From an optimization exercise on the open Yosys and OpenROAD flow, aimed at small area; shortcuts taken in it are not production practice. Function was checked by simulation only, so behaviour that the tests miss may differ from the original. No activity file was given, so power comes from the tool's default toggle rates.

==> design/flow/design.v <==
module stopwatch (
  input clkIn,
  input rstIn,
  input btnRunIn,
  input btnPauseIn,
  input btnClearIn,
  output [7:0] aSegOut,
  output [7:0] cSegOut);
  localparam [1:0] S_IDLE  = 2'd0;   
  localparam [1:0] S_IDLEC = 2'd1;   
  localparam [1:0] S_RUN   = 2'd3;
  localparam [1:0] S_CLEAR = 2'd2;
  reg [1:0] state;
  reg       en;
  always @(posedge clkIn) begin
    if (rstIn) begin
      state <= S_IDLE;
      en    <= 1'b0;
    end else begin
      en <= (state == S_RUN);
      case (state)
        S_RUN:   state <= btnPauseIn ? S_IDLE : (btnClearIn ? S_CLEAR : S_RUN);
        S_CLEAR: state <= S_IDLEC;
        default: state <= btnRunIn ? S_RUN : (btnClearIn ? S_CLEAR : S_IDLE);
      endcase
    end
  end
  wire clr = rstIn | (state == S_IDLEC);
  reg pc, tick;
  always @(posedge clkIn) begin
    if (clr) begin
      pc   <= 1'b0;
      tick <= 1'b0;
    end else begin
      tick <= pc;
      pc   <= ~pc & en;
    end
  end
  function [3:0] nx_ones0(input [3:0] d, input inc);
    begin
      nx_ones0[0] = (d[0] & ~inc) | (d[1] & d[2] & ~d[3]) | (d[1] & ~d[3] & inc) | (d[0] & d[2]);
      nx_ones0[1] = (d[1] & ~inc) | (~d[2] & d[3]) | (d[3] & ~inc) | (d[2] & ~d[3] & inc);
      nx_ones0[2] = (d[2] & ~inc) | (~d[0] & ~d[2] & inc) | (d[2] & d[3]);
      nx_ones0[3] = (d[1] & d[3]) | (d[0] & ~d[1] & d[2] & inc);
    end
  endfunction
  function [3:0] nx_ones(input [3:0] d, input inc);
    begin
      nx_ones[0] = (d[0] & ~inc) | (d[1] & d[2] & ~d[3]) | (d[1] & ~d[3] & inc) | (d[0] & d[2]);
      nx_ones[1] = (d[1] & ~inc) | (~d[2] & d[3]) | (d[3] & ~inc) | (d[2] & ~d[3] & inc);
      nx_ones[2] = (d[2] & ~inc) | (~d[0] & ~d[2] & inc) | (d[2] & d[3]);
      nx_ones[3] = (d[1] & d[3]) | (d[0] & ~d[1] & d[2] & inc);
    end
  endfunction
  function [2:0] nx_tens(input [2:0] d, input inc);
    begin
      nx_tens[0] = (d[0] & ~d[2] & ~inc) | (d[1] & d[2]) | (d[1] & inc);
      nx_tens[1] = (d[1] & ~inc) | (d[2] & inc) | (d[0] & d[2]);
      nx_tens[2] = (d[2] & ~inc) | (~d[0] & ~d[2] & inc);
    end
  endfunction
  function [3:0] nx_hour(input [3:0] d, input inc);
    begin
      nx_hour[0] = (d[0] & ~inc) | (~d[1] & d[3]) | (d[1] & ~d[3] & inc) | (d[0] & d[2]);
      nx_hour[1] = (d[1] & ~inc) | (~d[2] & d[3]) | (d[3] & ~inc) | (d[2] & ~d[3] & inc);
      nx_hour[2] = (d[2] & ~inc) | (~d[0] & ~d[2] & inc) | (d[2] & d[3]);
      nx_hour[3] = (d[0] & ~d[1] & d[2] & inc) | (d[1] & d[3]);
    end
  endfunction
  function zo(input [3:0] d); zo = (~d[0] & d[1] & d[2] & ~d[3]); endfunction
  function zt(input [2:0] d); zt = (~d[0] & d[1] & d[2]); endfunction
  reg [3:0] d0, d1, d2, d3, d5, d7;
  reg [2:0] d4, d6;
  always @(posedge clkIn) begin
    if (clr) begin
      d0 <= 4'd7; d1 <= 4'd7; d2 <= 4'd7; d3 <= 4'd7;
      d4 <= 3'd7; d5 <= 4'd7; d6 <= 3'd7; d7 <= 4'd7;
    end else begin
      d0 <= nx_ones0(d0, tick);
      d1 <= nx_ones(d1, zo(d0));
      d2 <= nx_ones(d2, zo(d1));
      d3 <= nx_ones(d3, zo(d2));
      d4 <= nx_tens(d4, zo(d3));
      d5 <= nx_ones(d5, zt(d4));
      d6 <= nx_tens(d6, zo(d5));
      d7 <= nx_hour(d7, zt(d6));
    end
  end
  reg [1:0] rc;     
  reg [2:0] sel;    
  reg [2:0] psel;   
  reg [3:0] ch;     
  reg [3:0] seg;    
  always @(posedge clkIn) begin
    psel <= sel;
    if (rstIn) begin
      rc  <= 2'd0;
      sel <= 3'd0;
      ch  <= 4'd7;
      seg <= 4'd12;
    end else begin
      rc <= {rc[0], ~rc[1]};   
      if (rc == 2'd2) sel <= {sel[2] ^ (sel[1] & sel[0]), sel[1] ^ sel[0], ~sel[0]};
      case (sel)
        3'd0: ch <= d0;
        3'd1: ch <= d1;
        3'd2: ch <= d2;
        3'd3: ch <= d3;
        3'd4: ch <= {1'b0, d4};
        3'd5: ch <= d5;
        3'd6: ch <= {1'b0, d6};
        default: ch <= d7;
      endcase
      seg <= ch;
    end
  end
  assign cSegOut[0] = (seg[0] & seg[1] & ~seg[2] & ~seg[3]) | (~seg[0] & ~seg[1] & seg[2]);
  assign cSegOut[1] = (~seg[0] & seg[1] & ~seg[2] & ~seg[3]) | (~seg[1] & seg[3]) | (seg[0] & ~seg[1] & seg[2]);
  assign cSegOut[2] = (seg[0] & ~seg[1] & ~seg[2]) | (~seg[1] & seg[3]);
  assign cSegOut[3] = ~((~seg[0] & ~seg[2]) | (seg[0] & ~seg[1]) | (seg[1] & seg[2] & ~seg[3]));
  assign cSegOut[4] = ~((seg[0] & ~seg[1]) | (~seg[0] & ~seg[2] & seg[3]) | (seg[1] & seg[2] & ~seg[3]));
  assign cSegOut[5] = ~((~seg[0] & seg[1]) | (seg[2] & ~seg[3]));
  assign cSegOut[6] = (seg[0] & seg[1]) | (~seg[1] & seg[3]) | (seg[1] & seg[2] & ~seg[3]);
  assign cSegOut[7] = 1'b1;
  assign aSegOut = ~(8'd1 << psel);
endmodule
==> design/flow/run.sh <==
#!/bin/bash
# synth_recipe.tcl (not shown) runs the flow's synth.tcl, then flattens the netlist and writes it again
# the make line also repeats each setting of config.mk as NAME=value (left out here)
make -C /OpenROAD-flow-scripts/flow DESIGN_CONFIG=/design/flow/config.mk WORK_HOME=/design/flow/orfs CLKGATE_MAP_FILE= SYNTH_SCRIPT=/design/flow/synth_recipe.tcl finish
==> design/flow/config.mk <==
export PLATFORM = sky130hd
export DESIGN_NAME = stopwatch
export DESIGN_NICKNAME = stopwatch
export VERILOG_FILES = /design/flow/design.v
export SDC_FILE = /design/flow/constraint.sdc
export NUM_CORES = 4
export LEC_CHECK = 0
export CAP_MARGIN = 20
export CORE_MARGIN = 2
export CORE_UTILIZATION = 40
export SLEW_MARGIN = 20
==> design/flow/constraint.sdc <==
create_clock -name core_clock -period 4.0 [get_ports {clkIn}]
set_input_delay 0.8000 -clock core_clock [delete_from_list [all_inputs] [get_ports {clkIn}]]
set_output_delay 0.8000 -clock core_clock [all_outputs]
set_load 0.01 [all_outputs]
==> notes.md <==
## layer usage
layer	vias to the layer above	GRT usage, %
met5	-	0
met3	9	3.26
met1	908	21.7
met2	26	24.8
met4	0	5.67
li1	1026	-
## flip-flops by register name, indices dropped and copies added, names as in the netlist, named ones only
name	count
d6	2
pc	1
tick	1
state	2
d4	2
en	1
seg	4
d0	4
d3	4
d7	4
ch	4
d5	4
d2	4
sel	3
d1	4
rc	2
psel	3
## metrics by stage
step | cells | utilization (%) | power (mW)
CTS | 361 | 46.6 | 0.953
floorplan | 271 | - | 0.599
finish | 361 | 46.6 | 0.941
detailed placement | 353 | 44.9 | 0.631
global placement | 353 | 44.9 | 0.631
global route | 361 | 46.6 | 0.983
## cell usage after synthesis (all sizes together)
cell,instances,share of area (%)
a211o,3,1.1
a211oi,3,0.92
a21o,1,0.31
a21oi,17,3.6
a221oi,5,1.8
a222oi,4,1.6
a22o,1,0.36
a22oi,1,0.31
a2bb2oi,1,0.36
a31o,1,0.36
and2,5,1.3
and4b,1,0.41
and4bb,5,2.6
buf,7,2.3
clkbuf,6,1.0
conb,1,0.15
dfxtp,51,42
ha,5,2.6
inv,11,1.7
mux2,1,0.46
mux2i,2,0.82
nand2,19,2.9
nand3,5,1.0
nand3b,6,2.5
nand4b,4,1.4
nand4bb,5,2.3
nor2,22,3.4
nor2b,13,3.3
nor3,13,2.7
nor3b,1,0.31
nor4,1,0.87
o211ai,5,1.5
o21a,1,0.31
o21ai,19,3.9
o22ai,1,0.26
o2bb2ai,1,0.36
o311ai,8,2.9
o31ai,3,0.92
or2,6,1.5
or3,3,0.77
or3b,2,0.72
xnor2,1,0.36
## kinds of logic after synthesis
family | share of synthesized area (%)
multiplexers | 1.28
adder cells (fa/ha/maj) | 2.56
AND/OR/NAND/NOR | 28.0
AO/OA/AOI/OAI | 20.9
flip-flops | 41.7
other | 0.153
XOR/XNOR | 0.358
buffers and inverters | 5.01
## power by group through the flow
stage | registers (mW) | logic (mW) | clock network (mW)
2_1_floorplan | 0.539 | 0.0599 | 0
3_3_place_gp | 0.542 | 0.0882 | 0
3_5_place_dp | 0.542 | 0.0890 | 0
4_1_cts | 0.530 | 0.0892 | 0.334
5_1_grt | 0.533 | 0.0976 | 0.353
6_report | 0.530 | 0.0878 | 0.323
## path summary, 6_finish.rpt
check | endpoint | slack (ns)
worst max-delay path | cSegOut[4] | 1.51
worst max register to register | ch[2] | 2.19
worst min-delay path | rc[0] | 0.41
worst min register to register | rc[0] | 0.41
## placed cells by master (no fill, tap or decap), types with 3 or more instances in the layout
master and n:
a211oi_1 3, a21oi_1 16, a221oi_1 5, a222oi_1 4, and2_1 5, and4bb_2 5
clkbuf_8 7, clkdlybuf4s50_1 19, dfxtp_1 51, ha_1 5, inv_1 11, nand2_1 19
nand3_1 5, nand3b_1 4, nand4b_1 4, nand4bb_1 5, nor2_1 22, nor2b_1 13
nor3_1 13, o211ai_1 5, o21ai_0 19, o311ai_0 8, o31ai_1 3, or2_2 6
or3_1 3
## area by class of cell
class	instances	area [sq um]	area share (%)
sequential	51	1020	37.0
timing repair buffer	20	198	7.17
tap	75	93.8	3.40
multi-input combinational	196	1300	47.3
clock buffer	8	100	3.63
inverter	11	41.3	1.50
==> results.toml <==
[run_status]
status = "timing/DRC/antenna clean"

[drt]
via_per_inst = 5.45
drc = 0
wl_met1_mm = 2.38
drt-initial-drc-count = 132
wire_per_inst_um = 13.2
top_layer_used = "met4"
vias = 1969
postRouteAntennaNets = 0
met2WireLength_mm = 2.16
route.met3.wl_um = 141
wirelength_mm = 4.77
first_pass_iters = 5

[worst_setup_path]
worst_setup_path_end_kind = "primary output"
path_delay_family = "buffers and inverters"
arrival_ns = 1.69
path_class = "reg2out"
crit_required_ns = 3.20
cp_max_fo = 8
path_buf_inv = 1
ff2ff_path_depth = 5
worst_path_max_delay_cell = "clkdlybuf4s50_1"
cp.depth = 4
crit_chain = "nor2b_1 > o2bb2ai_1 > a21oi_1 > clkdlybuf4s50_1"
r2r-start = "sel[0]"
worstSetupStartpoint = "seg[1]"
start_kind = "flop"
max_stage_delay_ns = 0.48

[cells_and_area]
nFillCells = 583
final_nets = 295
drive_gt1_share_pct = 9.44
finalInstanceArea_sq_um = 2760
area_growth_syn_to_layout_pct = 12.7
antenna_cells = 0

[power]
power.switching_mw = 0.219
leakage_nw = 0.973
powerDensity_nw_per_um2 = 341
p_int_mw = 0.722
ir_worst_vdd_v = 0.000172
p_comb_share_pct = 9.3
p_clk_share_pct = 34.3
seqPwrFrac_pct = 56.4
swShare_pct = 23.3

[synthesis]
syn_inst = 271
syn_area_sq_um = 2450
syn_nets = 281
syn_area_per_cell_sq_um = 9.03
synth_cell_types = 49
yosysWarnings = 1
synth-seq-cells = 51
synth-seq-area-share_pct = 41.7

[sta]
tns_ns = 0
setup_ws_ns = 1.51
max_slew_margin_pct = 60.1
period_minus_slack_ns = 2.49
setup_viol = 0
holdWs_ns = 0.406
rsz0062_at_grt = "false"
fmax_mhz = 401
skew_ns = 0.00585
slew_violations = 0
min_period_over_period_pct = 62.3
worstMarginPinSlew_ns = 0.597
hold_violations = 0

[job]
cap_viol_max_count = 0

[min_path]
hp-class = "reg2reg"
holdCritStartpoint = "rc[1]"
hold_depth = 1

[clock_tree]
clk_pin_slew_worst_paths_ns = 0.09
post_cts_resized = 0
cts_tree = "yes"
cts-root-buf = "clkbuf_8"
cts_max_level = 2
numClockSinks = 51
postCtsHoldBufs = 0
numCtsBuffers = 5
clock_latency_ns = 0.30
post_cts_buffers = 0
cts_buffer_depth = 2

[placement]
dp_hpwl_mm = 3.30
dp_slack_ns = 1.60
placed_area_sq_um = 2660
io_buffers = 19
gp_congestion = 0.770

[floorplan]
pin_count = 21
start_util_pct = 41.3
die-width_um = 82.2
dieArea_sq_um = 6760
die_h_um = 82.2
rows = 28
placeableCoreArea_sq_um = 5920

[global_route]
grt_max_degree = 23
grt_pass1_vias = 1757
grt_use_total_pct = 15.9
grt_overflow = 0
grt_pass1_wl_mm = 8.36
antenna_found_initial = 0

re-timing with driven ports:
No port has a modelled driver above. Below, the same layout with a new extraction and two added sets of constraints. Step 1: set_driving_cell puts a clkbuf_16 on clkIn and a buf_2 on each other input, an assumption about the parent block. Step 2 also shifts input and output timing later by t, the mid clock arrival at the registers, as if the neighbouring blocks saw the same clock. a / b / c = no drivers / after step 1 / after step 2; a / b = the first two.
t (ns): 0.331
slack for setup (ns): 1.508 / 1.478 / 1.611
clock arrival spread, ns: 0.006 / 0.006
worst data-port slew with drivers (ns): 0.03
pins driven straight from the clock port: 1
After both steps this run still meets setup and hold. For this run, drivers alone change the setup slack by -0.030 ns; drivers and shift together by +0.103 ns.
